This is an optimization exercise on Yosys and OpenROAD, whose aim is a short achievable clock period and few clock cycles, not a production implementation. Where RTL was checked, it was by simulation tests only, not by an equivalence proof against the original. Power figures rest on the tool's default switching activity, not on a simulated workload.

// overture
module overture (
    input  wire       clk_i,
    input  wire       reset_i,
    input  wire [7:0] memory_data_i,
    output wire [7:0] memory_address_o,
    output wire [7:0] io_address_o,
    input  wire [7:0] io_data_read_i,
    output wire [7:0] io_data_write_o,
    output wire       io_data_write_enable_o,
    output wire       io_data_read_enable_o,
    output wire       cpu_halted_o
);
Size: ~890 cells after synthesis, about 150 flip-flops, ~45 I/O pins.
Settings: LEC_CHECK=0, ABC_CLOCK_PERIOD_IN_PS=2000, CAP_MARGIN=20, CORE_MARGIN=2, CORE_UTILIZATION=40, SETUP_SLACK_MARGIN=5, SLEW_MARGIN=20; clock period 7.2 ns.
run.sh (not shown) runs the stock make flow with config.mk's settings and CLKGATE_MAP_FILE= SYNTH_SCRIPT=/design/flow/synth_recipe.tcl, a recipe that flattens the netlist after the stock synthesis.
Rerun with:
--- a/flow/design.v
+++ b/flow/design.v
@@ -12,14 +12,12 @@
 );
     reg [7:0] pc;
     reg [7:0] r0, r1, r2, r3, r4, r5, r6;
     reg       halted;
     reg [7:0] ir;          
     reg       ir_v;
-    reg       ir_pred;     
-    reg [7:0] ir_pc1;      
     reg [6:0] e_wen;       
     reg       e_alu;       
     reg       e_io;        
     reg [7:0] e_val;       
     reg       e_valz;      
     reg       e_valz_ok;   
@@ -90,15 +88,12 @@
         endcase
     end
     wire e_r3_late = e_alu | (e_wen[3] & (e_io | (!e_ldi & !e_valz_ok)));
     wire jstall  = is_jmp && e_r3_late && (dst[1:0] != 2'b00);
     wire bf_rd   = is_bf && !bf_phase;
     wire issue   = ir_v && !halted && !bad && !jstall;
-    wire pred     = memory_data_i[7:2] == 6'b110001 && !(ir_v && is_cp && dst == 3'd0);
-    wire [7:0] pred_tgt = (ir_v && is_ldi) ? {2'b00, ir[5:0]} : n0;
-    wire mispredict = ir_v && is_jmp && (cond != ir_pred);
     wire hold    = halted || bad || (ir_v && (jstall || bf_rd));
     wire [2:0] sel = src;
     reg  [7:0] src_m;
     reg        src_e;    
     always @(*) begin
         case (sel)
@@ -140,21 +135,19 @@
         end else begin
             r0 <= n0; r1 <= n1; r2 <= n2; r3 <= n3;
             r4 <= n4; r5 <= n5; r6 <= n6;
             if (bad)
                 halted <= 1'b1;
             if (!hold) begin
-                if (mispredict) begin
-                    pc   <= cond ? n0 : ir_pc1;
+                if (ir_v && is_jmp && cond) begin
+                    pc   <= n0;
                     ir_v <= 1'b0;      
                 end else begin
-                    pc      <= pred ? pred_tgt : pc + 8'd1;
-                    ir      <= memory_data_i;
-                    ir_v    <= 1'b1;
-                    ir_pred <= pred;
-                    ir_pc1  <= pc + 8'd1;
+                    pc   <= pc + 8'd1;
+                    ir   <= memory_data_i;
+                    ir_v <= 1'b1;
                 end
             end
             e_wen     <= issue ? wen : 7'd0;
             e_alu     <= issue && is_alu;
             e_io      <= issue && is_rd;
             re_q      <= issue && is_rd && !(is_bf && bf_phase);
After rerunning: The changed run finished clean. Design area drops by 4.9%. Final cell count goes down by 5.5%. Non-clock buffer count climbs by 15. Synthesized area falls by 4.8%. Global-route usage grows by 0.91 points. First-iteration DRC count goes down by 22%. Hold slack improved by 13 ps. Routed wire length falls by 5.8%. Worst setup slack gets better by 470 ps. Sequential share of layout area fell by 0.90 points. Synthesized cell count came out lower by 6.8%. Critical path depth increases by 3. Utilization went down by 0.43 points. Die area fell by 4.7%.
No run of this note included a check of the RTL's function; only the layout flow was run.

========
green:
The RTL this note starts from:
==> flow/design.v <==
module overture (
    input  wire       clk_i,
    input  wire       reset_i,
    input  wire [7:0] memory_data_i,
    output wire [7:0] memory_address_o,
    output wire [7:0] io_address_o,
    input  wire [7:0] io_data_read_i,
    output wire [7:0] io_data_write_o,
    output wire       io_data_write_enable_o,
    output wire       io_data_read_enable_o,
    output wire       cpu_halted_o
);
    reg [7:0] pc;
    reg [7:0] r0, r1, r2, r3, r4, r5, r6;
    reg       halted;
    reg [7:0] ir;          
    reg       ir_v;
    reg       ir_pred;     
    reg [7:0] ir_pc1;      
    reg [7:0] ir_srch;     
    reg       ir_bad;      
    reg       ir_r3;       
    reg [2:0] ir_jt;       
    reg [2:0] ir_jm;       
    reg [6:0] e_wen;       
    reg       e_alu;       
    reg       e_io;        
    reg [7:0] e_val;       
    reg       e_valz;      
    reg       e_valz_ok;   
    reg       e_ldi;       
    reg [5:0] e_imm;
    reg       e_add;       
    reg       e_sub;
    reg       e_shl;
    reg       e_shr;
    reg       e_log;
    reg [7:0] op_a;        
    reg [7:0] op_bx;       
    reg [7:0] log_q;       
    reg [2:0] sh_n;        
    reg       re_q;
    reg       we_q;
    reg       bf_phase;    
    reg [7:0] io_addr_q;   
    reg [7:0] io_wdata_q;  
    wire [7:0] sum     = op_a + op_bx + {7'd0, e_sub};
    wire [7:0] shl_out = op_a << sh_n;
    wire [7:0] shr_out = op_a >> sh_n;
    wire [7:0] alu_out = ({8{e_add | e_sub}} & sum) |
                         ({8{e_shl}} & shl_out) |
                         ({8{e_shr}} & shr_out) |
                         ({8{e_log}} & log_q);
    wire [7:0] e_fval = e_ldi ? {2'b00, e_imm} : e_val;
    wire [7:0] e_wval = e_io ? io_data_read_i : e_fval;
    wire [7:0] n0 = e_wen[0] ? e_wval : r0;
    wire [7:0] n1 = e_wen[1] ? e_wval : r1;
    wire [7:0] n2 = e_wen[2] ? e_wval : r2;
    wire [7:0] n3 = e_alu ? alu_out : e_wen[3] ? e_wval : r3;
    wire [7:0] n4 = e_wen[4] ? e_wval : r4;
    wire [7:0] n5 = e_wen[5] ? e_wval : r5;
    wire [7:0] n6 = e_wen[6] ? e_wval : r6;
    wire [7:0] m0 = e_wen[0] ? e_fval : r0;
    wire [7:0] m1 = e_wen[1] ? e_fval : r1;
    wire [7:0] m2 = e_wen[2] ? e_fval : r2;
    wire [7:0] m3 = e_wen[3] ? e_fval : r3;
    wire [7:0] m4 = e_wen[4] ? e_fval : r4;
    wire [7:0] m5 = e_wen[5] ? e_fval : r5;
    wire [7:0] m6 = e_wen[6] ? e_fval : r6;
    wire [7:0] ins    = ir;
    wire [1:0] ty     = ins[7:6];
    wire [2:0] src    = ins[5:3];
    wire [2:0] dst    = ins[2:0];
    wire       bad    = ir_v && ir_bad;
    wire       is_ldi = (ty == 2'b00);
    wire       is_alu = (ty == 2'b01);             
    wire       is_cp  = (ty == 2'b10);
    wire       is_jmp = (ty == 2'b11);             
    wire       is_rd  = is_cp && (src == 3'b111);
    wire       is_wr  = is_cp && (dst == 3'b111);
    wire       is_bf  = is_rd && is_wr;
    wire       zero = e_wen[3] ? (e_ldi ? (e_imm == 6'd0) : e_valz) : (r3 == 8'd0);
    wire       neg  = m3[7];
    wire cond = zero ? ir_jt[0] : neg ? ir_jt[1] : ir_jt[2];
    wire e_r3_late = e_alu | (e_wen[3] & (e_io | (!e_ldi & !e_valz_ok)));
    wire jstall  = ir_r3 && e_r3_late;
    wire bf_rd   = is_bf && !bf_phase;
    wire issue   = ir_v && !halted && !bad && !jstall;
    wire pred     = memory_data_i[7:2] == 6'b110001 && !(ir_v && is_cp && dst == 3'd0);
    wire [7:0] pred_tgt = (ir_v && is_ldi) ? {2'b00, ir[5:0]} : n0;
    wire       f_bad = memory_data_i[6] && memory_data_i[5:3] != 3'd0;
    wire       f_jmp = memory_data_i[7:3] == 5'b11000;
    wire [2:0] f_cc  = memory_data_i[2:0];
    wire [2:0] f_jt  = {3{f_jmp}} & {
        f_cc == 3'b100 || f_cc == 3'b101 || f_cc == 3'b110 || f_cc == 3'b111,    
        f_cc == 3'b010 || f_cc == 3'b011 || f_cc == 3'b100 || f_cc == 3'b101,    
        f_cc == 3'b001 || f_cc == 3'b011 || f_cc == 3'b100 || f_cc == 3'b110};   
    wire mispredict = ir_v && (zero ? ir_jm[0] : neg ? ir_jm[1] : ir_jm[2]);
    wire hold    = halted || bad || (ir_v && (jstall || bf_rd));
    wire [7:0] src_m = ({8{ir_srch[0]}} & m0) | ({8{ir_srch[1]}} & m1) |
                       ({8{ir_srch[2]}} & m2) | ({8{ir_srch[3]}} & m3) |
                       ({8{ir_srch[4]}} & m4) | ({8{ir_srch[5]}} & m5) |
                       ({8{ir_srch[6]}} & m6);
    wire       src_e = |(ir_srch & {1'b1, e_wen});   
    wire fwd_io  = e_io && src_e;
    wire fwd_alu = e_alu && ir_srch[3];
    wire [7:0] src_val = fwd_io ? io_data_read_i : fwd_alu ? alu_out : src_m;
    reg [6:0] wen;
    always @(*) begin
        wen = 7'd0;
        if (is_ldi) wen[0] = 1'b1;
        if (is_alu) wen[3] = 1'b1;
        if (is_cp && dst != 3'b111) wen[dst] = 1'b1;
    end
    wire [3:0] amt = n2[3:0];
    wire [2:0] amt_neg = 3'd0 - amt[2:0];
    always @(posedge clk_i) begin
        if (reset_i) begin
            pc        <= 8'd0;
            halted    <= 1'b0;
            ir_v      <= 1'b0;
            r0 <= 8'd0; r1 <= 8'd0; r2 <= 8'd0; r3 <= 8'd0;
            r4 <= 8'd0; r5 <= 8'd0; r6 <= 8'd0;
            e_wen     <= 7'd0;
            e_alu     <= 1'b0;
            e_io      <= 1'b0;
            re_q      <= 1'b0;
            we_q      <= 1'b0;
            bf_phase  <= 1'b0;
        end else begin
            r0 <= n0; r1 <= n1; r2 <= n2; r3 <= n3;
            r4 <= n4; r5 <= n5; r6 <= n6;
            if (bad)
                halted <= 1'b1;
            if (!hold) begin
                if (mispredict) begin
                    pc   <= cond ? n0 : ir_pc1;
                    ir_v <= 1'b0;      
                end else begin
                    pc      <= pred ? pred_tgt : pc + 8'd1;
                    ir      <= memory_data_i;
                    ir_srch <= 8'd1 << memory_data_i[5:3];
                    ir_bad  <= f_bad;
                    ir_r3   <= f_jmp && memory_data_i[1:0] != 2'b00;
                    ir_jt   <= f_jt;
                    ir_jm   <= f_jt ^ {3{pred}};
                    ir_v    <= 1'b1;
                    ir_pred <= pred;
                    ir_pc1  <= pc + 8'd1;
                end
            end
            e_wen     <= issue ? wen : 7'd0;
            e_alu     <= issue && is_alu;
            e_io      <= issue && is_rd;
            re_q      <= issue && is_rd && !(is_bf && bf_phase);
            we_q      <= issue && is_wr && !bf_rd;
            bf_phase  <= issue && bf_rd;
        end
        e_val     <= src_val;
        e_valz    <= fwd_io ? (io_data_read_i == 8'd0) : (src_m == 8'd0);
        e_valz_ok <= !fwd_alu;
        e_ldi     <= is_ldi;
        e_imm     <= ins[5:0];
        e_add     <= dst == 3'b100;
        e_sub     <= dst == 3'b101;
        e_shl     <= dst == 3'b111 && !amt[3];
        e_shr     <= dst == 3'b111 && amt[3];
        e_log     <= dst[2] == 1'b0 || dst == 3'b110;
        sh_n      <= amt[3] ? amt_neg : amt[2:0];
        op_a      <= n1;
        op_bx     <= n2 ^ {8{dst == 3'b101}};
        case (dst)
            3'b000:  log_q <= n1 | n2;
            3'b001:  log_q <= ~(n1 & n2);
            3'b010:  log_q <= ~(n1 | n2);
            3'b011:  log_q <= n1 & n2;
            default: log_q <= n1 ^ n2;
        endcase
        io_addr_q <= n6;
        io_wdata_q <= src_val;
    end
    assign memory_address_o       = pc;
    assign io_address_o           = io_addr_q;
    assign io_data_write_o        = io_wdata_q;
    assign io_data_write_enable_o = we_q;
    assign io_data_read_enable_o  = re_q;
    assign cpu_halted_o           = halted;
endmodule
Settings: LEC_CHECK=0, ABC_CLOCK_PERIOD_IN_PS=2000, CAP_MARGIN=20, CORE_MARGIN=2, CORE_UTILIZATION=55, SETUP_SLACK_MARGIN=5, SLEW_MARGIN=20; clock period 7.2 ns.
Testbench counts of green, summed over its fixed seeds: cycles 59,732.
For purple, these inputs were changed with respect to green:
diff --git a/flow/design.v b/flow/design.v
--- a/flow/design.v
+++ b/flow/design.v
@@ -68,4 +68,9 @@
     wire [7:0] m5 = e_wen[5] ? e_fval : r5;
     wire [7:0] m6 = e_wen[6] ? e_fval : r6;
+    wire       zf = e_fval == 8'd0;
+    wire [6:0] mzv = {e_wen[6] ? zf : r6 == 8'd0, e_wen[5] ? zf : r5 == 8'd0,
+                      e_wen[4] ? zf : r4 == 8'd0, e_wen[3] ? zf : r3 == 8'd0,
+                      e_wen[2] ? zf : r2 == 8'd0, e_wen[1] ? zf : r1 == 8'd0,
+                      e_wen[0] ? zf : r0 == 8'd0};
     wire [7:0] ins    = ir;
     wire [1:0] ty     = ins[7:6];
@@ -98,4 +103,6 @@
     wire mispredict = ir_v && (zero ? ir_jm[0] : neg ? ir_jm[1] : ir_jm[2]);
     wire hold    = halted || bad || (ir_v && (jstall || bf_rd));
+    wire [7:0] pc_seq  = hold ? pc : mispredict ? (cond ? n0 : ir_pc1) : pc + 8'd1;
+    wire [7:0] pc_next = (pred && !hold && !mispredict) ? pred_tgt : pc_seq;
     wire [7:0] src_m = ({8{ir_srch[0]}} & m0) | ({8{ir_srch[1]}} & m1) |
                        ({8{ir_srch[2]}} & m2) | ({8{ir_srch[3]}} & m3) |
@@ -133,10 +140,9 @@
             if (bad)
                 halted <= 1'b1;
+            pc <= pc_next;
             if (!hold) begin
                 if (mispredict) begin
-                    pc   <= cond ? n0 : ir_pc1;
                     ir_v <= 1'b0;      
                 end else begin
-                    pc      <= pred ? pred_tgt : pc + 8'd1;
                     ir      <= memory_data_i;
                     ir_srch <= 8'd1 << memory_data_i[5:3];
@@ -158,5 +164,5 @@
         end
         e_val     <= src_val;
-        e_valz    <= fwd_io ? (io_data_read_i == 8'd0) : (src_m == 8'd0);
+        e_valz    <= fwd_io ? (io_data_read_i == 8'd0) : (ir_srch[6:0] & mzv) != 7'd0;
         e_valz_ok <= !fwd_alu;
         e_ldi     <= is_ldi;
--- outcome ---
- The layout cell share with drive strength beyond 1 of purple falls short of that of green by 4.8 points.
- Sort green and purple by portion of the clock cycle consumed by the worst path in the final layout, descending, and purple comes first.
- Critical path depth delta for purple relative to green: 1 lower
- Compared with green, purple shows signed area change from the synthesized netlist to the final layout lower by 8.8 points.
- [compare] base=green new=purple: number of distinct library cells after synthesis now sits higher; combinational cell fraction of total power now sits higher; core occupancy in the finished layout went down; largest net degree at the start of global routing lower; number of ordinary and repair buffers in the finished layout moved down.
- Diff green -> purple | wire length | down slightly
No functional check of the RTL was part of purple.

==> static timing again, ports no longer ideal <==
The results above use ideal ports. As a check the final layouts listed here were re-extracted and re-timed, cells and wires unchanged. Step 1 assumes that a clkbuf_16 drives the clock port and a buf_2 every other input. Step 2 adds t to the input delays and takes it off the output delays; t is the mean of the earliest and latest rising clock arrival at the registers after step 1. Input paths then give back, and output paths get back, about the clock's delay inside the block. Three values: ideal ports, drivers, drivers and shift; two values: the first two.
run | t (ns) | setup slack, ns | slew at the worst register clock pin (ns) | cell pins on the clock port's net
the first run of note 1 | 0.476 | 4.263 / 4.282 / 3.806 | 0.07 / 0.07 | 1
the second run of note 1 | 0.467 | 4.729 / 4.729 / 4.362 | 0.06 / 0.06 | 1
green | 0.462 | 4.763 / 4.765 / 4.303 | 0.07 / 0.07 | 1
purple | 0.480 | 4.557 / 4.568 / 4.088 | 0.07 / 0.07 | 1
After both steps every run listed still meets setup and hold. The setup slack of purple, which loses most, moves by +0.011 ns with the drivers and by -0.469 ns with both steps.
